This design comes from an exercise in tuning for small area on the open sky130 flow, not from production work. In this exercise RTL edits were held to simulation tests only and were not proved equivalent to the original. No activity file was given, so power comes from the tool's default toggle rates.

===== flow/config.mk =====
export PLATFORM = sky130hd
export DESIGN_NAME = issue
export DESIGN_NICKNAME = issue
export VERILOG_FILES = /design/flow/design.v
export SDC_FILE = /design/flow/constraint.sdc
export NUM_CORES = 4
export LEC_CHECK = 0
export CAP_MARGIN = 20
export CORE_MARGIN = 2
export CORE_UTILIZATION = 40
export SLEW_MARGIN = 20

===== flow/constraint.sdc =====
create_clock -name core_clock -period 7.0 [get_ports {clk}]
set_input_delay 1.4000 -clock core_clock [delete_from_list [all_inputs] [get_ports {clk}]]
set_output_delay 1.4000 -clock core_clock [all_outputs]
set_load 0.01 [all_outputs]

===== flow/design.v =====
module issue (
    input   wire            clk,
    input   wire            resetn,
    input   wire            snoop_hit,
    output  wire            readyn,
    input   wire            bco_valid,
    input   wire [1:0]      bp_pattern,
    input   wire            bp_taken,
    input   wire            bp_hit,
    input   wire [31:0]     bp_target,
    input   wire            wb_en,
    input   wire [3:0]      wb_dst_rob,
    input   wire [31:0]     wb_value,
    input   wire            wb_lsmiss,
    input   wire            nowb_en,
    input   wire [3:0]      nowb_dst_rob,
    input   wire [31:0]     nowb_value,
    input   wire            i_valid,
    input   wire [31:0]     i_pc,
    input   wire [3:0]      i_src0_rob,
    input   wire            i_src0_ready,
    input   wire [31:0]     i_src0_value,
    input   wire [3:0]      i_src1_rob,
    input   wire            i_src1_ready,
    input   wire [31:0]     i_src1_value,
    input   wire [3:0]      i_dst_rob,
    input   wire [25:0]     i_imm,
    input   wire [7:0]      i_fid,
    input   wire            i_branch,
    input   wire            i_load,
    input   wire            i_store,
    input   wire            i_pipe_alu,
    input   wire            i_pipe_mul,
    input   wire            i_pipe_mem,
    input   wire            i_pipe_bru,
    input   wire [4:0]      i_alu_cmd,
    input   wire [0:0]      i_mul_cmd,
    input   wire [4:0]      i_mem_cmd,
    input   wire [6:0]      i_bru_cmd,
    input   wire [1:0]      i_bagu_cmd,
    output  wire            o_valid,
    output  wire [31:0]     o_pc,
    output  wire [31:0]     o_src0_value,
    output  wire            o_src0_forward_alu,
    output  wire [31:0]     o_src1_value,
    output  wire            o_src1_forward_alu,
    output  wire [3:0]      o_dst_rob,
    output  wire [25:0]     o_imm,
    output  wire [7:0]      o_fid,
    output  wire            o_pipe_alu,
    output  wire            o_pipe_mul,
    output  wire            o_pipe_mem,
    output  wire            o_pipe_bru,
    output  wire [4:0]      o_alu_cmd,
    output  wire [0:0]      o_mul_cmd,
    output  wire [4:0]      o_mem_cmd,
    output  wire [6:0]      o_bru_cmd,
    output  wire [1:0]      o_bagu_cmd,
    output  wire [1:0]      o_bp_pattern,
    output  wire            o_bp_taken,
    output  wire            o_bp_hit,
    output  wire [31:0]     o_bp_target
);
    localparam NS = 7;           
    localparam DW = 133;         
    integer i;
    genvar  s, p;
    reg         wbr_v;
    reg  [3:0]  wbr_rob;
    reg  [31:0] wbr_val;
    always @(posedge clk) begin
        if (~resetn)
            wbr_v <= 1'b0;
        else
            wbr_v <= wb_en & ~wb_lsmiss;
        wbr_rob <= wb_dst_rob;
        wbr_val <= wb_value;
    end
    reg  [2:0]  cnt;             
    reg         pend;            
    reg         dly1, dly2, dly3;
    wire        s_readyn = cnt[2] | (cnt[1] & cnt[0]);
    assign readyn = s_readyn;
    always @(posedge clk) begin
        if (~resetn) begin
            dly1 <= 1'b0;
            dly2 <= 1'b0;
            dly3 <= 1'b0;
        end
        else if (snoop_hit) begin
            dly1 <= 1'b1;
            dly2 <= 1'b1;
            dly3 <= 1'b1;
        end
        else begin
            dly1 <= s_readyn;
            dly2 <= dly1;
            dly3 <= dly2;
        end
    end
    reg  [DW-1:0] sd      [0:NS-1];
    reg  [3:0]    s0_rob  [0:NS-1];
    reg           s0_rdy  [0:NS-1];
    reg  [31:0]   s0_val  [0:NS-1];
    reg  [3:0]    s1_rob  [0:NS-1];
    reg           s1_rdy  [0:NS-1];
    reg  [31:0]   s1_val  [0:NS-1];
    reg  [2:0]  ord [0:NS-1];
    reg         afv;
    reg  [3:0]  afrob;
    reg         ah1, ah0;
    wire [DW-1:0] din = { i_pc, i_imm, i_fid, i_dst_rob,
                          bp_pattern, bp_taken, bp_hit, bp_target,
                          i_alu_cmd, i_mul_cmd, i_mem_cmd, i_bru_cmd, i_bagu_cmd,
                          i_branch, i_load, i_store,
                          i_pipe_alu, i_pipe_mul, i_pipe_mem, i_pipe_bru };
    wire [NS-1:0] fwd0, fwd1, srdy, sbr, sst, sls;
    generate
        for (s = 0; s < NS; s = s + 1) begin : g_slot
            wire alu = sd[s][3];
            wire mul = sd[s][2];
            wire mem = sd[s][1];
            wire bru = sd[s][0];
            assign fwd0[s] = ~s0_rdy[s] & afv & (s0_rob[s] == afrob);
            assign fwd1[s] = ~s1_rdy[s] & afv & (s1_rob[s] == afrob);
            assign srdy[s] = (s0_rdy[s] | fwd0[s]) & (s1_rdy[s] | fwd1[s])
                           & ~(ah0 & (alu | (~mul & ~mem & bru)));
            assign sbr[s]  = sd[s][6];
            assign sst[s]  = sd[s][4];
            assign sls[s]  = sd[s][5] | sd[s][4];
        end
    endgenerate
    wire [3:0] pv, prdy, pbr, pst, pls;
    generate
        for (p = 0; p < 4; p = p + 1) begin : g_pos
            assign pv[p]   = (cnt > p);
            assign prdy[p] = pv[p] & srdy[ord[p]];
            assign pbr[p]  = sbr[ord[p]];
            assign pst[p]  = sst[ord[p]];
            assign pls[p]  = sls[ord[p]];
        end
    endgenerate
    wire [3:0] pick_rdy;
    assign pick_rdy[0] = prdy[0];
    assign pick_rdy[1] = prdy[1] & ~(pbr[1] & pbr[0])
                                 & ~(pls[1] & pst[0]);
    assign pick_rdy[2] = prdy[2] & ~(pbr[2] & (pbr[0] | pbr[1]))
                                 & ~(pls[2] & (pst[0] | pst[1]));
    assign pick_rdy[3] = prdy[3] & ~(pbr[3] & (pbr[0] | pbr[1] | pbr[2]))
                                 & ~(pls[3] & (pst[0] | pst[1] | pst[2]));
    wire [3:0] pick1h;
    assign pick1h[0] = pick_rdy[0];
    assign pick1h[1] = pick_rdy[1] & ~pick_rdy[0];
    assign pick1h[2] = pick_rdy[2] & ~|pick_rdy[1:0];
    assign pick1h[3] = pick_rdy[3] & ~|pick_rdy[2:0];
    assign o_valid = |pick_rdy & ~bco_valid;
    wire [NS-1:0] psel;
    generate
        for (s = 0; s < NS; s = s + 1) begin : g_psel
            assign psel[s] = (pick1h[0] & (ord[0] == s))
                           | (pick1h[1] & (ord[1] == s))
                           | (pick1h[2] & (ord[2] == s))
                           | (pick1h[3] & (ord[3] == s));
        end
    endgenerate
    reg  [DW-1:0] o_d;
    reg  [31:0]   o_v0, o_v1;
    reg           o_f0, o_f1;
    always @(*) begin
        o_d  = {DW{1'b0}};
        o_v0 = 32'b0;
        o_v1 = 32'b0;
        o_f0 = 1'b0;
        o_f1 = 1'b0;
        for (i = 0; i < NS; i = i + 1) begin
            o_d  = o_d  | ({DW{psel[i]}} & sd[i]);
            o_v0 = o_v0 | ({32{psel[i]}} & ~s0_val[i]);
            o_v1 = o_v1 | ({32{psel[i]}} & ~s1_val[i]);
            o_f0 = o_f0 | (psel[i] & fwd0[i]);
            o_f1 = o_f1 | (psel[i] & fwd1[i]);
        end
    end
    assign { o_pc, o_imm, o_fid, o_dst_rob,
             o_bp_pattern, o_bp_taken, o_bp_hit, o_bp_target,
             o_alu_cmd, o_mul_cmd, o_mem_cmd, o_bru_cmd, o_bagu_cmd } = o_d[DW-1:7];
    assign { o_pipe_alu, o_pipe_mul, o_pipe_mem, o_pipe_bru } = o_d[3:0];
    assign o_src0_value       = o_v0;
    assign o_src0_forward_alu = o_f0;
    assign o_src1_value       = o_v1;
    assign o_src1_forward_alu = o_f1;
    always @(posedge clk) begin
        if (~resetn | snoop_hit | bco_valid)
            afv <= 1'b0;
        else
            afv <= o_valid & o_pipe_alu;
        afrob <= o_dst_rob;
        if (~resetn) begin
            ah1 <= 1'b0;
            ah0 <= 1'b0;
        end
        else begin
            ah1 <= o_valid & ~o_pipe_alu & (o_pipe_mul | o_pipe_mem);
            ah0 <= ah1;
        end
    end
    wire        acc  = pend & ~bco_valid;
    wire        wr   = resetn & i_valid & ~snoop_hit & ~bco_valid & ~dly3;
    wire [3:0]  occ  = cnt + pend;
    wire [2:0]  pick_sid = ({3{pick1h[0]}} & ord[0])
                         | ({3{pick1h[1]}} & ord[1])
                         | ({3{pick1h[2]}} & ord[2])
                         | ({3{pick1h[3]}} & ord[3]);
    reg  [2:0]  wslot;
    always @(*) begin
        wslot = pick_sid;
        for (i = 0; i < NS; i = i + 1)
            if (occ == i)
                wslot = ord[i];
    end
    wire [NS-1:0] shl;           
    generate
        for (p = 0; p < NS; p = p + 1) begin : g_shl
            if (p == 0) begin : g0
                assign shl[p] = pick1h[0];
            end
            else if (p < 4) begin : g1
                assign shl[p] = shl[p-1] | pick1h[p];
            end
            else begin : g2
                assign shl[p] = shl[3];
            end
        end
    endgenerate
    always @(posedge clk) begin
        if (~resetn) begin
            cnt  <= 3'd0;
            pend <= 1'b0;
            for (i = 0; i < NS; i = i + 1)
                ord[i] <= i;
        end
        else begin
            if (bco_valid)
                cnt <= 3'd0;
            else
                cnt <= cnt - o_valid + acc;
            pend <= wr;
            for (i = 0; i < NS; i = i + 1)
                if (shl[i])
                    ord[i] <= (i == NS - 1) ? pick_sid : ord[(i + 1) % NS];
        end
    end
    wire n0_b = wbr_v   & (wbr_rob      == i_src0_rob);
    wire n0_c = nowb_en & (nowb_dst_rob == i_src0_rob);
    wire n1_b = wbr_v   & (wbr_rob      == i_src1_rob);
    wire n1_c = nowb_en & (nowb_dst_rob == i_src1_rob);
    wire n0_rdy = i_src0_ready | n0_b | n0_c;
    wire n1_rdy = i_src1_ready | n1_b | n1_c;
    generate
        for (s = 0; s < NS; s = s + 1) begin : g_wr
            wire we   = wr & (wslot == s);
            wire w0_b = wbr_v   & (wbr_rob      == s0_rob[s]);
            wire w0_c = nowb_en & (nowb_dst_rob == s0_rob[s]);
            wire w1_b = wbr_v   & (wbr_rob      == s1_rob[s]);
            wire w1_c = nowb_en & (nowb_dst_rob == s1_rob[s]);
            wire v0_i = we & i_src0_ready;
            wire v0_b = we ? (~i_src0_ready & n0_b) : (~s0_rdy[s] & w0_b);
            wire v0_c = we ? (~i_src0_ready & ~n0_b) : (~s0_rdy[s] & ~w0_b & w0_c);
            wire v1_i = we & i_src1_ready;
            wire v1_b = we ? (~i_src1_ready & n1_b) : (~s1_rdy[s] & w1_b);
            wire v1_c = we ? (~i_src1_ready & ~n1_b) : (~s1_rdy[s] & ~w1_b & w1_c);
            always @(posedge clk) begin
                if (we) begin
                    sd[s]     <= din;
                    s0_rob[s] <= i_src0_rob;
                    s1_rob[s] <= i_src1_rob;
                end
                if (we)
                    s0_rdy[s] <= n0_rdy;
                else if (w0_b | w0_c)
                    s0_rdy[s] <= 1'b1;
                if (we)
                    s1_rdy[s] <= n1_rdy;
                else if (w1_b | w1_c)
                    s1_rdy[s] <= 1'b1;
                if (v0_i | v0_b | v0_c)
                    s0_val[s] <= ~(({32{v0_i}} & i_src0_value)
                                 | ({32{v0_b}} & wbr_val)
                                 | ({32{v0_c}} & nowb_value));
                if (v1_i | v1_b | v1_c)
                    s1_val[s] <= ~(({32{v1_i}} & i_src1_value)
                                 | ({32{v1_b}} & wbr_val)
                                 | ({32{v1_c}} & nowb_value));
            end
        end
    endgenerate
endmodule

===== flow/run.sh =====
#!/bin/bash
# synth_recipe.tcl (not shown) runs the flow's synth.tcl, then flattens the netlist and writes it again
# the make line also repeats each setting of config.mk as NAME=value (left out here)
make -C /OpenROAD-flow-scripts/flow DESIGN_CONFIG=/design/flow/config.mk WORK_HOME=/design/flow/orfs CLKGATE_MAP_FILE= SYNTH_SCRIPT=/design/flow/synth_recipe.tcl finish

==> out/results.tsv, run 1 <==
stage	metric	value	unit
status	outcome	complete, no violations	
synth	ys_ff_latch	1521	
power	combPwrFrac	3.1	%
synth	synth-edff-count	1449	
floorplanning	fp.dieH	406	µm
sta	rsz0062_at_grt	no	
synth	synth_area_leaders	edfxtp_1, a222oi_1, a22oi_1	
placed_design	numPortBuffers	484	
clock_network	cts_tree	built	
sta	worst_slack	121	ps
placed_design	pre_cts_ws	431	ps
detailed_routing	drtIter0Drc	8729	
layout	fin_util	49.4	%
clock_network	clkSlewWorstSetupHoldPaths	50	ps
worst_setup_path	critPathLaunchType	register	
global_route	gr-total-overflow	0	
clock_network	ctsHtreeMaxLevel	4	
synth	ys_types	91	
power	powerDensity	241	nW/µm²
clock_network	cts_root_buf	clkbuf_16	
detailed_routing	drcViolationCount	0	
synth	yosysTopAreaCell	edfxtp_1	
sta	final_hold_viol_count	0	
floorplanning	start_util	40.3	%
detailed_routing	drt_first_pass_iters	14	
synth	avgSynthCellArea	14.3	µm²
floorplanning	die_x	406	µm
sta	tightest_slew	1230	ps
worst_setup_path	slowest_stage	mux4_2	
power	p_sw_share	21.7	%
layout	final_cell_mix	edfxtp_1, clkdlybuf4s50_1, a222oi_1	
global_route	grt_pass1_wl	329000	µm
worst_hold_path	hp-class	register to register	
detailed_routing	wl	233000	µm
layout	regArea	45000	µm²
global_route	grt_max_degree	121	
placed_design	dpl.hpwl	140000	µm
clock_network	clk_latency	830	ps
sta	slew_headroom	17.3	%
layout	areaGrowthSynthToFinish	22.5	%
clock_network	ctsLongestPathBuffers	3	
layout	multi_input_area	18400	µm²
synth	ys.flop_type	edfxtp_1	
detailed_routing	ant_nets	0	
sta	clock_skew	77.0	ps
synth	yosysTopAreaCellShare	67.1	%
layout	fin_nets	5219	
sta	setup_viol	0	
power	peakVddDrop	0.263	mV
power	power.total	19.1	mW
global_route	antenna_found_initial	39	
synth	syn_area	64800	µm²
worst_setup_path	critPathRequiredTime	5600	ps
global_route	grt_use_total	27.3	%
clock_network	cts_sinks	1521	
worst_setup_path	path_class	register to primary output	
power	clockPowerShare	44.4	%
placed_design	routabilityCongestion	0.937	
sta	finalCritPeriodShare	98.3	%
power	p_int	15.0	mW
power	p_leak	26.5	nW
sta	slew_viol_final	0	
floorplanning	rows	147	
clock_network	cts_made_buffers	164	
layout	drive_gt1_share	11.7	%
worst_setup_path	crit_fanout	23	
detailed_routing	vias	47580	
floorplanning	pin_count	485	
floorplanning	core_area	161000	µm²
synth	synth_nets	4814	
power	pwr-share-seq	52.5	%
floorplanning	die_area	165000	µm²
sta	period_minus_slack	6880	ps
synth	synth_warnings	9	
synth	yosysSeqAreaShare	69.4	%
layout	final_common_cell	edfxtp_1	
synth	synthArstFlopShare	0	%
worst_setup_path	crit_chain	buf_6, xnor2_1, nand4_1, a221o_1, or2_1, mux4_2, o21a_1, buf_4, a32o_1, a221o_4, buf_12, buf_12, a22oi_1, nand3_1, clkdlybuf4s50_1	
layout	nFillCells	13751	
worst_setup_path	critical_path_arrival	5480	ps
sta	fmax	145	MHz
worst_setup_path	max_stage_delay	560	ps
power	switching_power	4.16	mW
detailed_routing	vias_per_cell	6.58	
worst_setup_path	crit_top_cell	buf_12	
detailed_routing	wl_per_cell	32.2	µm
synth	syn_inst	4518	
global_route	grt_pass1_vias	46137	
flow_run	drv_cap	0	
sta	setup_tns	0	ps
worst_setup_path	cp-end-kind	primary output	
## metrics by stage
stage | instance area (µm²) | std cells | hold slack [ps]
2_1_floorplan | 64800 | 4518 | 403
3_3_place_gp | 73300 | 6894 | 410
3_5_place_dp | 73400 | 6898 | 415
4_1_cts | 78900 | 7199 | 427
5_1_grt | 79400 | 7218 | 445
6_report | 79400 | 7226 | 422
## cells by family after synthesis
family	after synthesis	synth area share (%)
flip-flops	1521	69.4
XOR/XNOR	181	2.45
multiplexers	59	1.07
buffers and inverters	532	3.28
adder cells (fa/ha/maj)	9	0.185
AO/OA/AOI/OAI	1310	16.7
AND/OR/NAND/NOR	906	6.95
## timing repair
item,CTS,global route
endpoints found under the setup margin,193,188
pin swaps,2,14
setup buffers,2,9
gates resized for setup,19,81
gates cloned,2,3
hold buffers,0,0
## power by group through the flow
| stage | Combinational (mW) | Sequential, mW | Clock [mW] |
|---|---|---|---|
| floorplan | 0.240 | 10.2 | 0 |
| global placement | 0.563 | 10.2 | 0 |
| detailed placement | 0.577 | 10.2 | 0 |
| CTS | 0.579 | 10.0 | 8.61 |
| global route | 0.622 | 10.1 | 8.94 |
| finish | 0.591 | 10.1 | 8.50 |
## routing by layer
layer	global-route usage, %	routed length [µm]
met1	35.3	85700
met2	41.8	105000
met4	13.5	12300
met3	8.27	29600
met5	0	293
## registers in the layout (all words and copies together), names as in the netlist
signal and count:
afrob 4, afv 1, ah0 1, ah1 1
cnt 3, dly1 1, dly2 1, dly3 1
ord 21, pend 1, s0_rdy 7, s0_rob 28
s0_val 224, s1_rdy 7, s1_rob 28, s1_val 224
sd 931, wbr_rob 4, wbr_v 1, wbr_val 32
## cells in the mapped netlist (32+ instances only)
master and count:
edfxtp_1 1449, nor2b_1 32, xor2_1 120, o22ai_1 198, o21ai_0 33, mux2i_1 46
buf_2 56, nand2_1 192, a22oi_1 276, dfxtp_1 72, or4_1 65, a221oi_1 189
a21oi_1 50, nor2_1 226, nor3_1 48, nand3_1 160, a222oi_1 392, clkbuf_1 363
xnor2_1 61, buf_1 56, inv_1 43, and2_1 52
## worst max-delay path: cells and delay by family (launching register included)
family	cells	cell delay (ps)
muxes	1	560
buffers and inverters	5	1270
DFF	1	300
xor gates and xnor gates	1	270
AOI/OAI and AO/OA	5	1620
and+or+nand+nor	3	610
## path summary, 6_finish.rpt
check,depth (start not counted),from,slack (ps),to
worst max-delay path,15,afrob[3]$_DFF_P_,120,o_bru_cmd[3]
worst min-delay path,1,dly2$_SDFF_PN0_,420,dly3$_SDFF_PN0_
worst max register to register,15,afrob[3]$_DFF_P_,1010,s0_val[2][20]$_DFFE_PP_
worst min register to register,1,dly2$_SDFF_PN0_,420,dly3$_SDFF_PN0_
## cell type report
cell class                 count  area share, %
antenna                       12         0.0378
clock buffer                 207           5.47
clock inverter                90           1.17
inverter                      48          0.290
multi-input combinational   2465           23.2
sequential                  1521           56.6
tap                         2160           3.40
timing repair buffer         723           9.79
==> run 2, diff against run 1 <==
--- a/flow/design.v
+++ b/flow/design.v
@@ -108,5 +108,5 @@
     reg  [2:0]  ord [0:NS-1];
     reg         afv;
-    reg  [3:0]  afrob;
+    reg  [NS-1:0] fm0, fm1;      
     reg         ah1, ah0;
     wire [DW-1:0] din = { i_pc, i_imm, i_fid, i_dst_rob,
@@ -122,6 +122,6 @@
             wire mem = sd[s][1];
             wire bru = sd[s][0];
-            assign fwd0[s] = ~s0_rdy[s] & afv & (s0_rob[s] == afrob);
-            assign fwd1[s] = ~s1_rdy[s] & afv & (s1_rob[s] == afrob);
+            assign fwd0[s] = ~s0_rdy[s] & afv & fm0[s];
+            assign fwd1[s] = ~s1_rdy[s] & afv & fm1[s];
             assign srdy[s] = (s0_rdy[s] | fwd0[s]) & (s1_rdy[s] | fwd1[s])
                            & ~(ah0 & (alu | (~mul & ~mem & bru)));
@@ -164,21 +164,31 @@
         end
     endgenerate
-    reg  [DW-1:0] o_d;
-    reg  [31:0]   o_v0, o_v1;
-    reg           o_f0, o_f1;
-    always @(*) begin
-        o_d  = {DW{1'b0}};
-        o_v0 = 32'b0;
-        o_v1 = 32'b0;
-        o_f0 = 1'b0;
-        o_f1 = 1'b0;
-        for (i = 0; i < NS; i = i + 1) begin
-            o_d  = o_d  | ({DW{psel[i]}} & sd[i]);
-            o_v0 = o_v0 | ({32{psel[i]}} & ~s0_val[i]);
-            o_v1 = o_v1 | ({32{psel[i]}} & ~s1_val[i]);
-            o_f0 = o_f0 | (psel[i] & fwd0[i]);
-            o_f1 = o_f1 | (psel[i] & fwd1[i]);
+    wire [DW-1:0] o_d;
+    wire [NS-1:0] pseln = ~psel;
+    wire [31:0]   o_v0, o_v1;
+    wire          o_f0, o_f1;
+    generate
+        for (p = 0; p < DW; p = p + 1) begin : g_od
+            issue_omux7 u (
+                .sel (psel),
+                .d   ({sd[6][p], sd[5][p], sd[4][p], sd[3][p], sd[2][p], sd[1][p], sd[0][p]}),
+                .y   (o_d[p])
+            );
         end
-    end
+        for (p = 0; p < 32; p = p + 1) begin : g_ov
+            issue_omux7n u0 (
+                .seln (pseln),
+                .dn   ({s0_val[6][p], s0_val[5][p], s0_val[4][p], s0_val[3][p], s0_val[2][p], s0_val[1][p], s0_val[0][p]}),
+                .y   (o_v0[p])
+            );
+            issue_omux7n u1 (
+                .seln (pseln),
+                .dn   ({s1_val[6][p], s1_val[5][p], s1_val[4][p], s1_val[3][p], s1_val[2][p], s1_val[1][p], s1_val[0][p]}),
+                .y   (o_v1[p])
+            );
+        end
+    endgenerate
+    assign o_f0 = |(psel & fwd0);
+    assign o_f1 = |(psel & fwd1);
     assign { o_pc, o_imm, o_fid, o_dst_rob,
              o_bp_pattern, o_bp_taken, o_bp_hit, o_bp_target,
@@ -194,5 +204,4 @@
         else
             afv <= o_valid & o_pipe_alu;
-        afrob <= o_dst_rob;
         if (~resetn) begin
             ah1 <= 1'b0;
@@ -269,5 +278,12 @@
             wire v1_b = we ? (~i_src1_ready & n1_b) : (~s1_rdy[s] & w1_b);
             wire v1_c = we ? (~i_src1_ready & ~n1_b) : (~s1_rdy[s] & ~w1_b & w1_c);
+            wire [31:0] d0n, d1n;
+            issue_vsel u_d0 (.si(v0_i), .sb(v0_b), .sc(v0_c),
+                             .di(i_src0_value), .db(wbr_val), .dc(nowb_value), .yn(d0n));
+            issue_vsel u_d1 (.si(v1_i), .sb(v1_b), .sc(v1_c),
+                             .di(i_src1_value), .db(wbr_val), .dc(nowb_value), .yn(d1n));
             always @(posedge clk) begin
+                fm0[s] <= we ? (i_src0_rob == o_dst_rob) : (s0_rob[s] == o_dst_rob);
+                fm1[s] <= we ? (i_src1_rob == o_dst_rob) : (s1_rob[s] == o_dst_rob);
                 if (we) begin
                     sd[s]     <= din;
@@ -284,13 +300,69 @@
                     s1_rdy[s] <= 1'b1;
                 if (v0_i | v0_b | v0_c)
-                    s0_val[s] <= ~(({32{v0_i}} & i_src0_value)
-                                 | ({32{v0_b}} & wbr_val)
-                                 | ({32{v0_c}} & nowb_value));
+                    s0_val[s] <= d0n;
                 if (v1_i | v1_b | v1_c)
-                    s1_val[s] <= ~(({32{v1_i}} & i_src1_value)
-                                 | ({32{v1_b}} & wbr_val)
-                                 | ({32{v1_c}} & nowb_value));
+                    s1_val[s] <= d1n;
             end
         end
     endgenerate
 endmodule
+module issue_omux7 (
+    input  wire [6:0] sel,
+    input  wire [6:0] d,
+    output wire       y
+);
+    wire [2:0] g;
+    issue_aoi222 u0 (.a1(sel[0]), .a2(d[0]), .b1(sel[1]), .b2(d[1]), .c1(sel[2]), .c2(d[2]), .y(g[0]));
+    issue_aoi222 u1 (.a1(sel[3]), .a2(d[3]), .b1(sel[4]), .b2(d[4]), .c1(sel[5]), .c2(d[5]), .y(g[1]));
+    assign g[2] = ~(sel[6] & d[6]);
+    assign y    = ~&g;
+endmodule
+module issue_aoi222 (
+    input  wire a1,
+    input  wire a2,
+    input  wire b1,
+    input  wire b2,
+    input  wire c1,
+    input  wire c2,
+    output wire y
+);
+    assign y = ~((a1 & a2) | (b1 & b2) | (c1 & c2));
+endmodule
+module issue_omux7n (
+    input  wire [6:0] seln,
+    input  wire [6:0] dn,
+    output wire       y
+);
+    wire [3:0] g;
+    issue_oai22 u0 (.a1(seln[0]), .a2(dn[0]), .b1(seln[1]), .b2(dn[1]), .y(g[0]));
+    issue_oai22 u1 (.a1(seln[2]), .a2(dn[2]), .b1(seln[3]), .b2(dn[3]), .y(g[1]));
+    issue_oai22 u2 (.a1(seln[4]), .a2(dn[4]), .b1(seln[5]), .b2(dn[5]), .y(g[2]));
+    assign g[3] = ~(seln[6] | dn[6]);
+    issue_or4 u3 (.a(g), .y(y));
+endmodule
+module issue_or4 (
+    input  wire [3:0] a,
+    output wire       y
+);
+    assign y = |a;
+endmodule
+module issue_oai22 (
+    input  wire a1,
+    input  wire a2,
+    input  wire b1,
+    input  wire b2,
+    output wire y
+);
+    assign y = ~((a1 | a2) & (b1 | b2));
+endmodule
+module issue_vsel (
+    input  wire        si,
+    input  wire        sb,
+    input  wire        sc,
+    input  wire [31:0] di,
+    input  wire [31:0] db,
+    input  wire [31:0] dc,
+    output wire [31:0] yn
+);
+    assign yn = ~(({32{si}} & di) | ({32{sb}} & db) | ({32{sc}} & dc));
+endmodule
--- a/flow/config.mk
+++ b/flow/config.mk
@@ -8,4 +8,8 @@
 export CAP_MARGIN = 20
 export CORE_MARGIN = 2
-export CORE_UTILIZATION = 40
+export CORE_UTILIZATION = 45
+export CTS_BUF_LIST = sky130_fd_sc_hd__clkbuf_8
+export CTS_CLUSTER_DIAMETER = 40
+export CTS_CLUSTER_SIZE = 12
 export SLEW_MARGIN = 20
+export SYNTH_HIERARCHICAL = 1
==> run 2 against run 1 <==
Critical path type unchanged. Cell area decreased by 4.9%. Largest power group unchanged. Sequential share of layout area increased by 3.2 points. Worst hold slack improved by 8.8 ps. Clock power decreased by 11%.
==> out/results.tsv, run 2 <==
stage	metric	value	unit	change
status	outcome	complete, no violations		unchanged
placed_design	postPlaceCellArea	70300	µm²	was 73400 µm²
sta	fmax	146	MHz	was 145 MHz
synth	synth_area_leaders	edfxtp_1, a222oi_1, dfxtp_1		was edfxtp_1, a222oi_1, a22oi_1
synth	ys.flop_type	edfxtp_1		unchanged
layout	top_regs	sd (931), s0_val (224), s1_val (224)		unchanged
clock_network	postCtsHoldBufs	0		unchanged
synth	syn_inst	3834		was 4518
synth	synthArstFlopShare	0	%	unchanged
floorplanning	fp.dieH	377	µm	was 406 µm
worst_setup_path	slowest_stage	or4_1		was mux4_2
placed_design	routabilityCongestion	0.884		was 0.937
worst_setup_path	crit_top_cell	buf_4		was buf_12
synth	yosysSeqAreaShare	72.1	%	was 69.4%
power	powerDensity	241	nW/µm²	about the same
worst_setup_path	crit_buf_inv	5		unchanged
worst_setup_path	critPathTopFamily	simple AND/OR/NAND/NOR gates		was compound AO/OA/AOI/OAI gates
placed_design	dpl.hpwl	117000	µm	was 140000 µm
worst_hold_path	hp-class	register to register		unchanged
synth	yosysMostFrequentCell	edfxtp_1		unchanged
layout	drive_gt1_share	12.9	%	was 11.7%
detailed_routing	wl	210000	µm	was 233000 µm
global_route	grt_pass1_vias	42847		was 46137
layout	final_common_cell	edfxtp_1		unchanged
worst_setup_path	critPathLaunchType	register		unchanged
sta	slew_headroom	16.6	%	was 17.3%
floorplanning	pin_count	485		unchanged
clock_network	cts_tree	built		unchanged
synth	synth-edff-count	1449		unchanged
layout	instances_no_fill	6465		was 7226
global_route	grt_max_degree	131		was 121
worst_setup_path	path_class	register to primary output		unchanged
clock_network	cts_sinks	1531		was 1521
worst_setup_path	rr_worst_depth	14		was 15
worst_setup_path	r2r-start	ord[1][0]$_SDFFE_PN1P_		was afrob[3]$_DFF_P_
synth	ys_ff_latch	1531		was 1521
sta	setup_viol	0		unchanged
detailed_routing	ant_nets	0		unchanged
synth	avgSynthCellArea	16.3	µm²	was 14.3 µm²
layout	nFillCells	11096		was 13751
clock_network	clkSlewWorstSetupHoldPaths	70	ps	was 50 ps
layout	largest-register	sd		unchanged
worst_setup_path	cp-end-kind	primary output		unchanged
sta	slew_viol_final	0		unchanged
worst_hold_path	min_delay_worst_endpoint	dly2$_SDFF_PN0_		was dly3$_SDFF_PN0_
detailed_routing	vias_per_cell	6.81		was 6.58
clock_network	ctsHtreeMaxLevel	4		unchanged
sta	finalCritPeriodShare	97.7	%	was 98.3%
floorplanning	die_x	377	µm	was 406 µm
worst_setup_path	critPathRequiredTime	5600	ps	about the same
layout	postLayoutCellArea	75500	µm²	was 79400 µm²
layout	fin_nets	4782		was 5219
sta	final_hold_viol_count	0		unchanged
sta	period_minus_slack	6840	ps	was 6880 ps
detailed_routing	drtIter0Drc	9352		was 8729
layout	largest_reg_flops	931		unchanged
sta	rsz0062_at_grt	yes		was no
global_route	grt_use_total	28.6	%	was 27.3%
floorplanning	core_area	138000	µm²	was 161000 µm²
floorplanning	start_util	45.4	%	was 40.3%
worst_setup_path	critical_path_arrival	5440	ps	was 5480 ps
global_route	antenna_found_initial	45		was 39
synth	ys_types	83		was 91
layout	final_cell_mix	edfxtp_1, a222oi_1, clkdlybuf4s50_1		was edfxtp_1, clkdlybuf4s50_1, a222oi_1
synth	synth_nets	4130		was 4814
clock_network	cts_made_buffers	207		was 164
power	p_leak	24.1	nW	was 26.5 nW
sta	clock_skew	68.0	ps	was 77.0 ps
clock_network	cts_root_buf	clkbuf_8		was clkbuf_16
detailed_routing	drt_first_pass_iters	17		was 14
detailed_routing	vias	44039		was 47580
synth	synth_warnings	15		was 9
placed_design	place_inst	6046		was 6898
worst_setup_path	rr_endpoint	s0_val[4][30]$_DFFE_PP_		was s0_val[2][20]$_DFFE_PP_
global_route	grt_pass1_wl	299000	µm	was 329000 µm
power	peakVddDrop	0.174	mV	was 0.263 mV
worst_hold_path	hp-start	dly1$_SDFF_PN0_		was dly2$_SDFF_PN0_
floorplanning	rows	136		was 147
synth	syn_area	62600	µm²	was 64800 µm²
worst_setup_path	r2r_slack	1460	ps	was 1010 ps
clock_network	clk_latency	980	ps	was 830 ps
placed_design	numPortBuffers	484		unchanged
worst_setup_path	crit_fanout	33		was 23
synth	yosysTopAreaCellShare	69.5	%	was 67.1%
global_route	gr-total-overflow	0		unchanged
worst_setup_path	crit_chain	nor2b_1, a22oi_1, a22oi_1, a21oi_1, a2111oi_2, and3_4, nor4_4, buf_4, buf_4, a211oi_4, buf_4, clkbuf_16, o22ai_1, or4_1, clkdlybuf4s50_1		was buf_6, xnor2_1, nand4_1, a221o_1, or2_1, mux4_2, o21a_1, buf_4, a32o_1, a221o_4, buf_12, buf_12, a22oi_1, nand3_1, clkdlybuf4s50_1
worst_hold_path	whs_path_depth	1		unchanged
synth	synth.top_cells.by_count	edfxtp_1, a222oi_1, o22ai_1		was edfxtp_1, a222oi_1, clkbuf_1
detailed_routing	drcViolationCount	0		unchanged
layout	areaGrowthSynthToFinish	20.5	%	was 22.5%
floorplanning	die_area	142000	µm²	was 165000 µm²
clock_network	ctsLongestPathBuffers	3		unchanged
sta	tightest_slew	1220	ps	was 1230 ps
detailed_routing	wl_per_cell	32.5	µm	was 32.2 µm
synth	yosysTopAreaCell	edfxtp_1		unchanged
flow_run	drv_cap	0		unchanged
worst_setup_path	max_stage_delay	660	ps	was 560 ps
## run 2: worst reg2reg max path, stage by stage, from the launching register on
cell and delay, ps:
dfxtp_2 470, nor2b_1 370, a22oi_1 150, a22oi_1 280, a21oi_1 100, a2111oi_2 390, nand3_1 300, nand2_1 300
o31ai_1 130, o31ai_2 520, and4_4 560, buf_4 530, mux2i_4 330, buf_4 570, a222oi_1 190
## run 2: cell families after synthesis
family,Yosys count,share of synthesized area (%)
flip-flops,1531,72.1
AO/OA/AOI/OAI,1073,15.3
AND/OR/NAND/NOR,722,5.85
buffers and inverters,226,2.52
XOR/XNOR,194,2.71
multiplexers,79,1.35
adder cells (fa/ha/maj),9,0.192
## run 2: power breakdown
part	internal, mW	switching [mW]
sequential	10.0	0.0664
clock	3.79	3.74
combinational	0.213	0.332
## run 2: worst max path at each step
stage / cells after the start / endpoint / start
after CTS: 13 / o_src0_value[25] / s1_rdy[1]$_SDFFCE_PN1P_
after global placement: 13 / o_alu_cmd[2] / ah0$_SDFF_PN0_
after floorplan: 13 / o_pipe_alu / sd[3][0]$_DFFE_PP_
final: 15 / o_src0_value[29] / ord[1][0]$_SDFFE_PN1P_
after detailed placement: 13 / o_alu_cmd[2] / ah0$_SDFF_PN0_
after global routing: 15 / o_bp_target[10] / sd[5][4]$_DFFE_PP_
## run 2: layout make-up
| type | instances | area [µm²] | share of cell area (%) |
|---|---|---|---|
| repair buffers | 638 | 6650 | 8.81 |
| multi-input cells | 2077 | 16600 | 22.0 |
| diodes | 19 | 47.5 | 0.0630 |
| clock inverters | 166 | 1680 | 2.23 |
| well taps | 1794 | 2240 | 2.97 |
| flip-flops and latches | 1531 | 45200 | 59.9 |
| clock buffers | 209 | 2880 | 3.81 |
| inverters | 31 | 195 | 0.259 |
## run 2: per-module statistics from Yosys, one instance, submodules excluded, excerpt
module	area [µm²]	flops+latches	copies in the design	cells
issue_oai22	6.26	0	192	1
issue_omux7n	3.75	0	64	1
issue_or4	7.51	0	64	1
issue_aoi222	10.0	0	260	1
issue_omux7	8.76	0	130	2
issue	51300	1531	1	2420
## run 2: repair_timing
action / in CTS / in global routing
pin swaps: 0 / 12
cloned: 3 / 1
resized for setup: 14 / 31
setup buffers: 5 / 14
endpoints found under the setup margin: 176 / 182
## run 2: layer usage
metal	vias to the layer above	share of wire, %	GRT usage, %
met4	56	3.9	10.8
met5	-	0.17	0
met2	3170	46	44.1
li1	18390	-	-
met3	600	13	9.03
met1	21823	37	38.0
## run 2: stage by stage
step	setup slack, ps	util [%]	hold slack (ps)	power [mW]	TNS, ps
after global placement	859	51.0	409	10.8	0
after CTS	4.26	54.5	436	18.3	0
after detailed placement	751	51.0	419	10.8	0
final	163	54.7	431	18.2	0
after global routing	-54.3	54.7	445	18.7	-291
after floorplan	-262	-	405	10.4	-31030
==> run 3, diff against run 2 <==
==> flow/flow/run.sh (new file) <==
#!/bin/bash
# Standard layout flow (standard.sh: ORFS synthesis through finish), with two changes:
#  - ports are buffered with the smallest buffer cell instead of the default pick;
#  - clock tree synthesis uses clkbuf_8 with small sink clusters and adds no dummy loads.
# ORFS writes each tool's log under orfs/logs; the driver's own output goes to flow_run.log.
cp standard.sh standard_sh_copy.log 2>/dev/null
export BUFFER_PORTS_ARGS="-buffer_cell sky130_fd_sc_hd__buf_1"
export CTS_ARGS="-sink_clustering_enable -repair_clock_nets -dont_use_dummy_load -buf_list sky130_fd_sc_hd__clkbuf_8 -sink_clustering_size 12 -sink_clustering_max_diameter 40"
bash standard.sh > flow_run.log 2>&1
==> flow/standard.sh (new file) <==
#!/bin/bash
# synth_recipe.tcl (not shown) runs the flow's synth.tcl, then flattens the netlist and writes it again
# the make line also repeats each setting of config.mk as NAME=value (left out here)
make -C /OpenROAD-flow-scripts/flow DESIGN_CONFIG=/design/flow/config.mk WORK_HOME=/design/flow/orfs CLKGATE_MAP_FILE= SYNTH_SCRIPT=/design/flow/synth_recipe.tcl "${@:-finish}"
--- a/flow/config.mk
+++ b/flow/config.mk
@@ -9,7 +9,4 @@
 export CORE_MARGIN = 2
 export CORE_UTILIZATION = 45
-export CTS_BUF_LIST = sky130_fd_sc_hd__clkbuf_8
-export CTS_CLUSTER_DIAMETER = 40
-export CTS_CLUSTER_SIZE = 12
 export SLEW_MARGIN = 20
 export SYNTH_HIERARCHICAL = 1
removed: flow/run.sh
==> run 3 against run 2 <==
Still clean on timing, DRC and antenna. Clock power is 28% lower. Combinational power is 21% lower. Sequential share of layout area is 4.6 points higher. Sequential cell count stayed put. Worst setup slack better by 17 ps. Critical endpoint unchanged.
==> out/results.tsv, run 3 <==
stage	metric	value	unit	change
status	outcome	complete, no violations		unchanged
synth	yosysSeqAreaShare	72.1	%	unchanged
synth	synth_area_leaders	edfxtp_1, a222oi_1, dfxtp_1		unchanged
synth	yosysTopAreaCellShare	69.5	%	unchanged
layout	fin_nets	4755		was 4782
worst_setup_path	crit_fanout	39		was 33
synth	syn_area	62600	µm²	unchanged
synth	synth_warnings	15		unchanged
synth	ys.flop_type	edfxtp_1		unchanged
detailed_routing	ant_nets	0		unchanged
clock_network	cts_sinks	1531		unchanged
layout	largest_reg_flops	931		unchanged
global_route	grt_pass1_vias	42489		was 42847
synth	yosysMostFrequentCell	edfxtp_1		unchanged
clock_network	postCtsHoldBufs	0		unchanged
sta	final_hold_viol_count	0		unchanged
layout	top_regs	sd (931), s0_val (224), s1_val (224)		unchanged
power	peakVddDrop	0.203	mV	was 0.174 mV
detailed_routing	vias	43489		was 44039
placed_design	dpl.hpwl	118000	µm	was 117000 µm
sta	clock_skew	123	ps	was 68.0 ps
synth	avgSynthCellArea	16.3	µm²	unchanged
worst_setup_path	critPathLaunchType	register		unchanged
global_route	grt_max_degree	121		was 131
sta	tightest_slew	1210	ps	was 1220 ps
worst_setup_path	rr_worst_depth	13		was 14
worst_hold_path	hp-class	register to register		unchanged
worst_setup_path	critPathRequiredTime	5600	ps	about the same
global_route	grt_use_total	27.9	%	was 28.6%
worst_setup_path	critical_path_arrival	5420	ps	was 5440 ps
global_route	grt_pass1_wl	293000	µm	was 299000 µm
synth	ys_ff_latch	1531		unchanged
detailed_routing	wl	204000	µm	was 210000 µm
sta	period_minus_slack	6820	ps	was 6840 ps
synth	ys_types	83		unchanged
detailed_routing	wl_per_cell	32.5	µm	about the same
floorplanning	pin_count	485		unchanged
clock_network	cts_made_buffers	196		was 207
synth	synth_nets	4130		unchanged
synth	yosysTopAreaCell	edfxtp_1		unchanged
worst_setup_path	cp-end-kind	primary output		unchanged
floorplanning	die_area	142000	µm²	unchanged
clock_network	cts_root_buf	clkbuf_8		unchanged
clock_network	ctsLongestPathBuffers	3		unchanged
sta	setup_viol	0		unchanged
layout	fin_util	50.8	%	was 54.7%
floorplanning	core_area	138000	µm²	unchanged
detailed_routing	drtIter0Drc	8991		was 9352
placed_design	routabilityCongestion	0.889		was 0.884
clock_network	clkSlewWorstSetupHoldPaths	50	ps	was 70 ps
worst_hold_path	whs_path_depth	1		unchanged
layout	largest-register	sd		unchanged
floorplanning	fp.dieH	377	µm	unchanged
synth	synthArstFlopShare	0	%	unchanged
clock_network	cts_tree	built		unchanged
synth	synth-edff-count	1449		unchanged
clock_network	clk_latency	970	ps	was 980 ps
layout	areaGrowthSynthToFinish	11.8	%	was 20.5%
synth	syn_inst	3834		unchanged
floorplanning	start_util	45.4	%	unchanged
power	powerDensity	228	nW/µm²	was 241 nW/µm²
detailed_routing	drt_first_pass_iters	17		unchanged
flow_run	drv_cap	0		unchanged
sta	slew_viol_final	0		unchanged
clock_network	ctsHtreeMaxLevel	4		unchanged
global_route	gr-total-overflow	0		unchanged
power	p_leak	21.6	nW	was 24.1 nW
detailed_routing	vias_per_cell	6.93		was 6.81
sta	slew_headroom	19.1	%	was 16.6%
worst_setup_path	path_class	register to primary output		unchanged
global_route	antenna_found_initial	65		was 45
sta	finalCritPeriodShare	97.4	%	was 97.7%
floorplanning	rows	136		unchanged
sta	fmax	147	MHz	was 146 MHz
power	power.total	16.0	mW	was 18.2 mW
synth	synth.top_cells.by_count	edfxtp_1, a222oi_1, o22ai_1		unchanged
layout	drive_gt1_share	9.74	%	was 12.9%
floorplanning	die_x	377	µm	unchanged
layout	final_common_cell	edfxtp_1		unchanged
layout	final_cell_mix	edfxtp_1, a222oi_1, buf_1		was edfxtp_1, a222oi_1, clkdlybuf4s50_1
detailed_routing	drcViolationCount	0		unchanged
placed_design	numPortBuffers	484		unchanged
run 3: kinds of logic after synthesis:
group | Yosys count | share of synthesized area, %
flops | 1531 | 72.1
simple gates | 722 | 5.85
compound gates | 1073 | 15.3
buf+inv | 226 | 2.52
mux | 79 | 1.35
fa+ha+maj | 9 | 0.192
xor+xnor | 194 | 2.71
run 3: timing repair:
item,CTS,global route
buffers inserted,0,2
hold endpoints to repair,0,0
pin swaps,0,1
setup endpoints to repair,55,165
gates resized for setup,3,9
run 3: stage by stage:
stage,TNS [ps],instances,worst slack (ps),hold WS [ps],area [µm²]
final,0,6278,180,425,70000
after global routing,-10.1,6268,-6.25,439,70000
after CTS,0,6246,1.04,431,69800
after detailed placement,0,6050,943,420,67100
after global placement,0,6047,1030,418,67100
after floorplan,-31030,3834,-262,405,62800
run 3: final timing paths:
| kind | slack (ps) | to | start |
|---|---|---|---|
| max reg2reg | 1290 | s1_val[2][9]$_DFFE_PP_ | s0_rdy[1]$_SDFFCE_PN1P_ |
| max | 180 | o_src0_value[29] | s0_rdy[1]$_SDFFCE_PN1P_ |
| min reg2reg | 430 | dly2$_SDFF_PN0_ | dly1$_SDFF_PN0_ |
| min | 430 | dly2$_SDFF_PN0_ | dly1$_SDFF_PN0_ |
run 3: modules after synthesis (local to each module, per instance):
module	area [µm²]	cells	times used	flops+latches
issue_or4	7.51	1	64	0
issue_vsel	403	41	14	0
issue	51300	2420	1	1531
issue_aoi222	10.0	1	260	0
issue_omux7n	3.75	1	64	0
issue_oai22	6.26	1	192	0
issue_omux7	8.76	2	130	0
run 3: report_power, final:
group / internal, mW / switching, mW
Combinational: 0.105 / 0.325
Sequential: 10.0 / 0.0688
Clock: 2.45 / 3.00
Total: 12.6 / 3.39
run 3: worst max-delay path, stage by stage (launching register included):
cell and delay, ps:
edfxtp_1 520, o22ai_2 200, a2111oi_4 470, a22oi_1 170, a311o_2 430, and2_1 260, nand4_1 180, o22ai_1 110
a31o_2 240, a31oi_4 320, buf_4 580, o22ai_1 120, or4_1 690, buf_1 190
run 3: layout make-up:
class | instances | area [µm²]
diodes | 27 | 67.6
fillers | 11591 | 67800
flip-flops and latches | 1531 | 45200
clock buffers | 196 | 2700
repair buffers | 622 | 3170
multi-input cells | 2077 | 16500
well taps | 1794 | 2240
inverters | 31 | 183
run 3: layer usage:
layer	wire, µm	up-vias	GRT usage (%)
li1	-	18149	-
met1	75500	21585	36.4
met2	93300	3117	43.1
met3	27500	564	9.53
met4	7020	74	10.6
met5	425	-	0
==> run 4, diff against run 3 <==
--- a/flow/design.v
+++ b/flow/design.v
@@ -165,5 +165,4 @@
     endgenerate
     wire [DW-1:0] o_d;
-    wire [NS-1:0] pseln = ~psel;
     wire [31:0]   o_v0, o_v1;
     wire          o_f0, o_f1;
@@ -177,12 +176,12 @@
         end
         for (p = 0; p < 32; p = p + 1) begin : g_ov
-            issue_omux7n u0 (
-                .seln (pseln),
-                .dn   ({s0_val[6][p], s0_val[5][p], s0_val[4][p], s0_val[3][p], s0_val[2][p], s0_val[1][p], s0_val[0][p]}),
+            issue_omux7 u0 (
+                .sel  (psel),
+                .d    ({s0_val[6][p], s0_val[5][p], s0_val[4][p], s0_val[3][p], s0_val[2][p], s0_val[1][p], s0_val[0][p]}),
                 .y   (o_v0[p])
             );
-            issue_omux7n u1 (
-                .seln (pseln),
-                .dn   ({s1_val[6][p], s1_val[5][p], s1_val[4][p], s1_val[3][p], s1_val[2][p], s1_val[1][p], s1_val[0][p]}),
+            issue_omux7 u1 (
+                .sel  (psel),
+                .d    ({s1_val[6][p], s1_val[5][p], s1_val[4][p], s1_val[3][p], s1_val[2][p], s1_val[1][p], s1_val[0][p]}),
                 .y   (o_v1[p])
             );
@@ -278,9 +277,9 @@
             wire v1_b = we ? (~i_src1_ready & n1_b) : (~s1_rdy[s] & w1_b);
             wire v1_c = we ? (~i_src1_ready & ~n1_b) : (~s1_rdy[s] & ~w1_b & w1_c);
-            wire [31:0] d0n, d1n;
-            issue_vsel u_d0 (.si(v0_i), .sb(v0_b), .sc(v0_c),
-                             .di(i_src0_value), .db(wbr_val), .dc(nowb_value), .yn(d0n));
-            issue_vsel u_d1 (.si(v1_i), .sb(v1_b), .sc(v1_c),
-                             .di(i_src1_value), .db(wbr_val), .dc(nowb_value), .yn(d1n));
+            wire [31:0] d0, d1;
+            issue_vsel u_d0 (.si(v0_i), .sb(v0_b), .sc(v0_c), .sh(~(v0_i | v0_b | v0_c)),
+                             .di(i_src0_value), .db(wbr_val), .dc(nowb_value), .dh(s0_val[s]), .y(d0));
+            issue_vsel u_d1 (.si(v1_i), .sb(v1_b), .sc(v1_c), .sh(~(v1_i | v1_b | v1_c)),
+                             .di(i_src1_value), .db(wbr_val), .dc(nowb_value), .dh(s1_val[s]), .y(d1));
             always @(posedge clk) begin
                 fm0[s] <= we ? (i_src0_rob == o_dst_rob) : (s0_rob[s] == o_dst_rob);
@@ -299,8 +298,6 @@
                 else if (w1_b | w1_c)
                     s1_rdy[s] <= 1'b1;
-                if (v0_i | v0_b | v0_c)
-                    s0_val[s] <= d0n;
-                if (v1_i | v1_b | v1_c)
-                    s1_val[s] <= d1n;
+                s0_val[s] <= d0;
+                s1_val[s] <= d1;
             end
         end
@@ -329,40 +326,15 @@
     assign y = ~((a1 & a2) | (b1 & b2) | (c1 & c2));
 endmodule
-module issue_omux7n (
-    input  wire [6:0] seln,
-    input  wire [6:0] dn,
-    output wire       y
-);
-    wire [3:0] g;
-    issue_oai22 u0 (.a1(seln[0]), .a2(dn[0]), .b1(seln[1]), .b2(dn[1]), .y(g[0]));
-    issue_oai22 u1 (.a1(seln[2]), .a2(dn[2]), .b1(seln[3]), .b2(dn[3]), .y(g[1]));
-    issue_oai22 u2 (.a1(seln[4]), .a2(dn[4]), .b1(seln[5]), .b2(dn[5]), .y(g[2]));
-    assign g[3] = ~(seln[6] | dn[6]);
-    issue_or4 u3 (.a(g), .y(y));
-endmodule
-module issue_or4 (
-    input  wire [3:0] a,
-    output wire       y
-);
-    assign y = |a;
-endmodule
-module issue_oai22 (
-    input  wire a1,
-    input  wire a2,
-    input  wire b1,
-    input  wire b2,
-    output wire y
-);
-    assign y = ~((a1 | a2) & (b1 | b2));
-endmodule
 module issue_vsel (
     input  wire        si,
     input  wire        sb,
     input  wire        sc,
+    input  wire        sh,
     input  wire [31:0] di,
     input  wire [31:0] db,
     input  wire [31:0] dc,
-    output wire [31:0] yn
+    input  wire [31:0] dh,
+    output wire [31:0] y
 );
-    assign yn = ~(({32{si}} & di) | ({32{sb}} & db) | ({32{sc}} & dc));
+    assign y = ({32{si}} & di) | ({32{sb}} & db) | ({32{sc}} & dc) | ({32{sh}} & dh);
 endmodule
--- a/flow/config.mk
+++ b/flow/config.mk
@@ -9,4 +9,5 @@
 export CORE_MARGIN = 2
 export CORE_UTILIZATION = 45
+export PLACE_DENSITY = 0.45
 export SLEW_MARGIN = 20
 export SYNTH_HIERARCHICAL = 1
==> run 4 against run 3 <==
First-iteration DRC count shrank 29%. Non-clock buffer count grew 47. Global-route usage grew 3.4 points. Clock-buffer cell count grew 22. Clock power grew 7.3%. Cell area grew 0.27%. Total power grew 9.3%. Highest routed layer unchanged.
==> out/results.tsv, run 4 <==
stage	metric	value	unit	change
status	outcome	complete, no violations		unchanged
clock_network	clkSlewWorstSetupHoldPaths	50	ps	about the same
global_route	gr-total-overflow	0		unchanged
synth	yosysMostFrequentCell	edfxtp_1		unchanged
flow_run	drv_cap	0		unchanged
worst_setup_path	critical_path_arrival	5360	ps	was 5420 ps
placed_design	dpl.hpwl	135000	µm	was 118000 µm
global_route	antenna_found_initial	45		was 65
detailed_routing	wl_per_cell	31.5	µm	was 32.5 µm
sta	setup_viol	0		unchanged
synth	synth_nets	5036		was 4130
floorplanning	die_area	141000	µm²	was 142000 µm²
worst_setup_path	crit_fanout	66		was 39
synth	yosysTopAreaCellShare	48.4	%	was 69.5%
synth	synth.top_cells.by_count	edfxtp_1, a22oi_1, nand2_1		was edfxtp_1, a222oi_1, o22ai_1
global_route	use_met2	48.8	%	was 43.1%
detailed_routing	drt_first_pass_iters	10		was 17
global_route	busiest_layer	met2		unchanged
power	p_int	13.4	mW	was 12.6 mW
synth	syn_inst	4740		was 3834
clock_network	ctsHtreeMaxLevel	4		unchanged
global_route	use_met1	41.6	%	was 36.4%
clock_network	clk_latency	960	ps	was 970 ps
power	combPwrFrac	5.7	%	was 2.7%
power	p_sw_share	23.5	%	was 21.2%
layout	fin_nets	5688		was 4755
detailed_routing	vias_per_cell	6.61		was 6.93
layout	final_cell_mix	edfxtp_1, a22oi_1, nand2_1		was edfxtp_1, a222oi_1, buf_1
floorplanning	fp.dieH	375	µm	was 377 µm
clock_network	cts_sinks	1531		unchanged
floorplanning	start_util	45.3	%	was 45.4%
detailed_routing	vias	47610		was 43489
sta	slew_viol_final	0		unchanged
sta	period_minus_slack	6760	ps	was 6820 ps
power	p_leak	24.6	nW	was 21.6 nW
detailed_routing	ant_nets	0		unchanged
layout	areaGrowthSynthToFinish	13.1	%	was 11.8%
layout	top_regs	sd (931), s0_val (224), s1_val (224)		unchanged
layout	nFillCells	12086		was 11591
global_route	grt_pass1_wl	326000	µm	was 293000 µm
layout	drive_gt1_share	9.46	%	was 9.74%
global_route	grt_max_degree	108		was 121
floorplanning	core_area	137000	µm²	was 138000 µm²
sta	finalCritPeriodShare	96.5	%	was 97.4%
power	pwr-share-seq	60.8	%	was 63.2%
worst_hold_path	hp-class	register to register		unchanged
power	peakVddDrop	0.168	mV	was 0.203 mV
sta	slew_headroom	24.5	%	was 19.1%
power	power.total	17.5	mW	was 16.0 mW
sta	tightest_slew	1130	ps	was 1210 ps
detailed_routing	wl	227000	µm	was 204000 µm
synth	synth-edff-count	1001		was 1449
floorplanning	pin_count	485		unchanged
sta	clock_skew	102	ps	was 123 ps
clock_network	cts_root_buf	clkbuf_8		unchanged
sta	timing.hold.ws	423	ps	was 425 ps
synth	synth_area_leaders	edfxtp_1, dfxtp_1, a22oi_1		was edfxtp_1, a222oi_1, dfxtp_1
synth	ys_ff_latch	1531		unchanged
synth	synth_warnings	23		was 15
detailed_routing	drtIter0Drc	6403		was 8991
synth	avgSynthCellArea	13.1	µm²	was 16.3 µm²
synth	ys_types	81		was 83
clock_network	cts_made_buffers	218		was 196
detailed_routing	drcViolationCount	0		unchanged
worst_setup_path	cp-end-kind	primary output		unchanged
power	switching_power	4.10	mW	was 3.39 mW
placed_design	numPortBuffers	484		unchanged
global_route	grt_use_total	31.3	%	was 27.9%
layout	fin_util	51.2	%	was 50.8%
placed_design	routabilityCongestion	0.899		was 0.889
synth	yosysTopAreaCell	edfxtp_1		unchanged
worst_setup_path	path_class	register to primary output		unchanged
placed_design	place_inst	6958		was 6050
power	powerDensity	249	nW/µm²	was 228 nW/µm²
clock_network	cts_tree	built		unchanged
sta	final_hold_viol_count	0		unchanged
layout	final_common_cell	edfxtp_1		unchanged
worst_setup_path	critPathLaunchType	register		unchanged
layout	largest_reg_flops	931		unchanged
floorplanning	die_x	375	µm	was 377 µm
synth	yosysSeqAreaShare	65.5	%	was 72.1%
sta	rsz0062_at_grt	no		
synth	ys.flop_type	edfxtp_1		unchanged
synth	synthArstFlopShare	0	%	unchanged
worst_setup_path	critPathRequiredTime	5600	ps	about the same
synth	syn_area	62100	µm²	was 62600 µm²
power	clockPowerShare	33.5	%	was 34.1%
floorplanning	rows	136		unchanged
global_route	grtUsageMet3	8.27	%	was 9.53%
sta	fmax	148	MHz	was 147 MHz
layout	instances_no_fill	7204		was 6278
layout	largest-register	sd		unchanged
global_route	grt_pass1_vias	46262		was 42489
clock_network	ctsLongestPathBuffers	3		unchanged
clock_network	postCtsHoldBufs	0		unchanged
run 4: cell families after synthesis:
kind of cell             Yosys count  synth area share, %
flip-flops                      1531                 65.5
AO/OA/AOI/OAI                   1453                 19.0
AND/OR/NAND/NOR                 1216                 8.71
buffers and inverters            260                 2.45
XOR/XNOR                         194                 2.74
multiplexers                      77                 1.37
adder cells (fa/ha/maj)            9                0.193
run 4: path summary, 6_finish.rpt:
check / start / end / slack (ps) / cells past startpoint
max reg2reg: s1_rdy[4]$_SDFFCE_PN1P_ / s1_val[6][5]$_DFF_P_ / 1030 / 15
min: dly1$_SDFF_PN0_ / dly2$_SDFF_PN0_ / 420 / 1
max: s1_rdy[4]$_SDFFCE_PN1P_ / o_pc[21] / 240 / 13
min reg2reg: dly1$_SDFF_PN0_ / dly2$_SDFF_PN0_ / 420 / 1
run 4: cell type report:
class,count,area (µm²),share of cell area [%]
Multi-Input combinational cell,2951,20400,29.1
Clock buffer,218,3000,4.27
Sequential cell,1531,40700,57.9
Timing Repair Buffer,669,3730,5.32
Antenna cell,20,50.0,0.0713
Inverter,21,93.8,0.134
Tap cell,1794,2240,3.20
run 4: stage by stage:
stage | cell area [µm²] | worst slack, ps | TNS (ps)
final | 70200 | 244 | 0
after detailed placement | 67000 | 883 | 0
after floorplan | 62200 | -579 | -84820
after CTS | 70000 | 50.0 | 0
after global routing | 70200 | 14.2 | 0
after global placement | 67000 | 961 | 0
run 4: worst max-delay path, cell delays in order, from the launching register on:
cell and delay, ps:
edfxtp_1 580, and2_1 260, o211ai_1 430, o32ai_1 170, or2_4 310, a211oi_4 420
nand4b_1 150, buf_4 230, o311ai_4 420, buf_12 370, buf_6 310, a222oi_1 140
nand3_1 120, buf_1 330
run 4: metal layers:
layer | share of wire [%] | routed length [µm]
met3 | 9.8 | 22300
met5 | 0.14 | 328
met2 | 46 | 104000
met1 | 40 | 91700
met4 | 3.8 | 8580
run 4: modules after synthesis, one instance, submodules excluded:
module,copies in the design,cells inside
issue_vsel,14,108
issue,1,2452
issue_aoi222,388,1
issue_omux7,194,2
run 4: power groups by stage:
stage | logic, mW | clock network [mW] | registers [mW]
finish | 1.00 | 5.85 | 10.6
CTS | 0.997 | 6.00 | 10.6
global placement | 0.957 | 0 | 10.8
global route | 1.13 | 6.33 | 10.7
floorplan | 0.639 | 0 | 10.7
detailed placement | 0.992 | 0 | 10.8
run 4: timing repair:
action	4_1_cts	5_1_grt
pin swaps	1	2
setup endpoints to repair	133	192
buffers inserted	0	5
cloned	1	1
gates resized for setup	5	7
==> run 5, diff against run 4 <==
==> flow/flow/run.sh (replaced) <==
#!/bin/bash
# Standard layout flow (standard.sh: ORFS synthesis through finish), with two changes:
#  - ports are buffered with the smallest buffer cell instead of the default pick;
#  - clock tree synthesis uses clkbuf_4/clkbuf_8 with small sink clusters and adds no dummy loads.
# ORFS writes each tool's log under orfs/logs; the driver's own output goes to flow_run.log.
cp standard.sh standard_sh_copy.log 2>/dev/null
export BUFFER_PORTS_ARGS="-buffer_cell sky130_fd_sc_hd__buf_1"
export CTS_ARGS="-sink_clustering_enable -repair_clock_nets -dont_use_dummy_load -buf_list {sky130_fd_sc_hd__clkbuf_4 sky130_fd_sc_hd__clkbuf_8} -sink_clustering_size 12 -sink_clustering_max_diameter 40"
bash standard.sh > flow_run.log 2>&1
--- a/flow/config.mk
+++ b/flow/config.mk
@@ -9,5 +9,4 @@
 export CORE_MARGIN = 2
 export CORE_UTILIZATION = 45
-export PLACE_DENSITY = 0.45
 export SLEW_MARGIN = 20
 export SYNTH_HIERARCHICAL = 1
==> run 5 against run 4 <==
Combinational power about the same. Wire length decreased by 4.4%. Area after synthesis unchanged. Via count about the same. Clock power decreased by 3.4%. Sequential share of layout area increased by 0.41 points. Worst hold slack got worse by 5.8 ps. Die area unchanged. Clock skew increased by 7.1 ps. First-iteration DRC count increased by 12%. Largest cell class unchanged.
==> out/results.tsv, run 5 <==
stage	metric	value	unit	change
worst_setup_path	critPathLaunchType	register		unchanged
detailed_routing	vias_per_cell	6.66		was 6.61
global_route	busiest_layer	met2		unchanged
sta	setup_viol	0		unchanged
clock_network	cts_tree	built		unchanged
detailed_routing	drt_first_pass_iters	14		was 10
detailed_routing	wl_per_cell	30.4	µm	was 31.5 µm
layout	final_common_cell	edfxtp_1		unchanged
global_route	antenna_found_initial	47		was 45
global_route	grt_max_degree	117		was 108
synth	yosysTopAreaCell	edfxtp_1		unchanged
detailed_routing	ant_nets	0		unchanged
placed_design	routabilityCongestion	0.907		was 0.899
layout	postLayoutCellArea	69700	µm²	was 70200 µm²
global_route	use_met1	38.6	%	was 41.6%
floorplanning	die_x	375	µm	unchanged
floorplanning	die_area	141000	µm²	unchanged
layout	drive_gt1_share	8.58	%	was 9.46%
placed_design	dpl.hpwl	125000	µm	was 135000 µm
synth	synth_adder_area_share	0.193	%	unchanged
worst_setup_path	max_stage_delay	490	ps	was 580 ps
detailed_routing	wl	217000	µm	was 227000 µm
power	peakVddDrop	0.194	mV	was 0.168 mV
layout	fin_nets	5636		was 5688
clock_network	cts_root_buf	clkbuf_8		unchanged
synth	synth-edff-count	1001		unchanged
global_route	grtUsageMet3	10.5	%	was 8.27%
sta	fmax	150	MHz	was 148 MHz
worst_setup_path	r2r-start	ah0$_SDFF_PN0_		was s1_rdy[4]$_SDFFCE_PN1P_
global_route	grt_pass1_vias	46404		was 46262
synth	synth-simple-area-share	8.71	%	unchanged
worst_hold_path	hp-class	register to register		unchanged
clock_network	ctsLongestPathBuffers	3		unchanged
synth	syn_inst	4740		unchanged
sta	clock_skew	109	ps	was 102 ps
sta	rsz0062_at_grt	no		unchanged
synth	synth_xor_area_share	2.74	%	unchanged
sta	tightest_slew	1170	ps	was 1130 ps
clock_network	clk_latency	970	ps	was 960 ps
synth	synth.top_cells.by_count	edfxtp_1, a22oi_1, nand2_1		unchanged
sta	setup_tns	0	ps	unchanged
placed_design	numPortBuffers	484		unchanged
sta	final_hold_viol_count	0		unchanged
synth	ys.flop_type	edfxtp_1		unchanged
layout	areaGrowthSynthToFinish	12.3	%	was 13.1%
clock_network	postCtsHoldBufs	0		unchanged
synth	synth_top_family_by_area	compound AO/OA/AOI/OAI gates		unchanged
synth	avgSynthCellArea	13.1	µm²	unchanged
detailed_routing	drcViolationCount	0		unchanged
placed_design	pre_cts_ws	883	ps	about the same
placed_design	postPlaceCellArea	66600	µm²	was 67000 µm²
sta	slew_viol_final	0		unchanged
floorplanning	core_area	137000	µm²	unchanged
flow_run	drv_cap	0		unchanged
worst_setup_path	critical_path_arrival	5270	ps	was 5360 ps
worst_setup_path	slowest_stage	dfxtp_2		was edfxtp_1
synth	synth_area_leaders	edfxtp_1, dfxtp_1, a22oi_1		unchanged
synth	ys_types	81		unchanged
worst_hold_path	hp-start	dly1$_SDFF_PN0_		unchanged
worst_setup_path	rr_worst_depth	14		was 15
worst_setup_path	cp-end-kind	primary output		unchanged
synth	synth_nets	5036		unchanged
floorplanning	fp.dieH	375	µm	unchanged
layout	final_cell_mix	edfxtp_1, a22oi_1, nand2_1		unchanged
clock_network	cts_made_buffers	207		was 218
worst_setup_path	r2r_slack	1390	ps	was 1030 ps
clock_network	ctsHtreeMaxLevel	4		unchanged
synth	yosysMostFrequentCell	edfxtp_1		unchanged
worst_setup_path	critPathRequiredTime	5600	ps	about the same
sta	period_minus_slack	6670	ps	was 6760 ps
synth	synth_compound_area_share	19.0	%	unchanged
synth	syn_area	62100	µm²	unchanged
worst_setup_path	crit_chain	nor4bb_1, a2111oi_1, buf_4, a22oi_1, a211oi_4, a211oi_4, nand4b_1, buf_4, buf_4, o311ai_4, buf_4, buf_12, a222oi_1, nand3_1, buf_1		was and2_1, o211ai_1, o32ai_1, or2_4, a211oi_4, nand4b_1, buf_4, o311ai_4, buf_12, buf_6, a222oi_1, nand3_1, buf_1
sta	slew_headroom	21.5	%	was 24.5%
synth	synthArstFlopShare	0	%	unchanged
detailed_routing	drtIter0Drc	7197		was 6403
status	outcome	complete, no violations		unchanged
floorplanning	pin_count	485		unchanged
clock_network	clkSlewWorstSetupHoldPaths	50	ps	about the same
synth	ys_ff_latch	1531		unchanged
global_route	grt_use_total	29.8	%	was 31.3%
synth	synth.area.mux_share	1.37	%	unchanged
layout	largest-register	sd		unchanged
worst_setup_path	path_class	register to primary output		unchanged
synth	yosysSeqAreaShare	65.5	%	unchanged
worst_hold_path	min_delay_worst_endpoint	dly2$_SDFF_PN0_		unchanged
global_route	gr-total-overflow	0		unchanged
power	p_leak	24.3	nW	was 24.6 nW
global_route	use_met2	45.9	%	was 48.8%
sta	finalCritPeriodShare	95.3	%	was 96.5%
power	powerDensity	248	nW/µm²	was 249 nW/µm²
floorplanning	start_util	45.3	%	unchanged
sta	worst_slack	330	ps	was 244 ps
layout	top_regs	sd (931), s0_val (224), s1_val (224)		unchanged
worst_hold_path	whs_path_depth	1		unchanged
synth	synth_warnings	23		unchanged
clock_network	cts_sinks	1531		unchanged
worst_setup_path	rr_endpoint	sd[6][113]$_DFFE_PP_		was s1_val[6][5]$_DFF_P_
detailed_routing	vias	47600		was 47610
worst_setup_path	crit_top_cell	buf_4		
worst_setup_path	crit_fanout	71		was 66
power	power.total	17.3	mW	was 17.5 mW
synth	yosysTopAreaCellShare	48.4	%	unchanged
floorplanning	rows	136		unchanged
layout	largest_reg_flops	931		unchanged
global_route	grt_pass1_wl	314000	µm	was 326000 µm
run 5: cell counts after synthesis:
Identical to the previous run, type by type.
run 5: timing repair:
action | CTS | global route
cloned | 0 | 1
setup buffers | 0 | 8
pin swaps | 0 | 4
endpoints found under the setup margin | 84 | 193
gates resized for setup | 4 | 17
run 5: cell families after synthesis:
family,after synthesis
DFF,1531
muxes,77
and+or+nand+nor,1216
buffers and inverters,260
AOI/OAI and AO/OA,1453
xor gates and xnor gates,194
adders and majority gates,9
run 5: power by group:
group          internal [mW]  switching, mW
Sequential              10.2          0.382
Clock                   2.58           3.06
Combinational          0.423          0.572
run 5: per-layer routing:
metal | up-vias | wire length [µm]
li1 | 20407 | -
met1 | 23371 | 83500
met2 | 3081 | 97000
met3 | 671 | 27500
met4 | 70 | 8550
met5 | - | 453
run 5: per-stage QoR:
step	instances	util (%)	hold slack (ps)
2_1_floorplan	4740	-	405
3_3_place_gp	6915	48.6	411
3_5_place_dp	6916	48.6	418
4_1_cts	7123	50.7	421
5_1_grt	7140	50.8	451
6_report	7147	50.8	417
run 5: Yosys stat by module, one instance, submodules excluded:
module / flip-flops and latches / copies in the design / cell area (µm²) / cells
issue: 1531 / 1 / 47000 / 2452
issue_aoi222: 0 / 388 / 10.0 / 1
issue_omux7: 0 / 194 / 8.76 / 2
issue_vsel: 0 / 14 / 679 / 108
run 5: worst max-delay path, delay by kind of cell (launching register included):
kind	cells	cell delay, ps
simple gates	3	620
flops	1	490
compound gates	6	1540
buf+inv	6	1550
run 5: final cells by class:
cell class | count | area [µm²]
Antenna cell | 15 | 37.5
Clock buffer | 207 | 2850
Fill cell | 11991 | 67400
Inverter | 21 | 93.8
Multi-Input combinational cell | 2950 | 20500
Sequential cell | 1531 | 40700
Tap cell | 1794 | 2240
Timing Repair Buffer | 629 | 3370
run 5: how the worst max path moves through the flow:
stage,endpoint,cells after the start,slack [ps],from
floorplan,o_src1_forward_alu,11,-580,s0_rdy[4]$_SDFFCE_PN1P_
global placement,o_pc[24],14,930,ah0$_SDFF_PN0_
detailed placement,o_pc[6],14,880,ah0$_SDFF_PN0_
CTS,o_src1_value[1],13,70,ord[0][0]$_SDFFE_PN0N_
global route,o_fid[4],14,20,afv$_SDFF_PP0_
finish,o_src0_value[29],15,330,ah0$_SDFF_PN0_

==> afterwards: timing with drivers on the ports <==
Ports are ideal in the flow. The routed layouts listed here were re-timed in OpenROAD. Step 1 (the two cells are an assumption about what drives the block):
set clk [get_ports {clk}]
set_driving_cell -lib_cell sky130_fd_sc_hd__clkbuf_16 $clk
set_driving_cell -lib_cell sky130_fd_sc_hd__buf_2 [delete_from_list [all_inputs] $clk]
Step 2 adds t to the input delays and takes it off the output delays; t is the mean of the earliest and latest rising clock arrival at the registers after step 1. Input paths then give back, and output paths get back, about the clock's delay inside the block. Three values: ideal ports, drivers, drivers and shift; two values: the first two.
run	t (ns)	setup WS [ns]	latest minus earliest clock arrival (ns)	worst slew at a driven data input, ns
run 1	0.875	0.121 / 0.041 / 0.915	0.077 / 0.077	0.23
run 2	1.019	0.163 / 0.084 / 1.103	0.071 / 0.071	0.18
run 3	0.974	0.180 / 0.107 / 1.080	0.131 / 0.131	0.19
run 4	0.984	0.244 / 0.164 / 1.034	0.109 / 0.108	0.18
run 5	0.994	0.330 / 0.248 / 1.242	0.122 / 0.121	0.21
After both steps setup and hold are still met in every run listed.
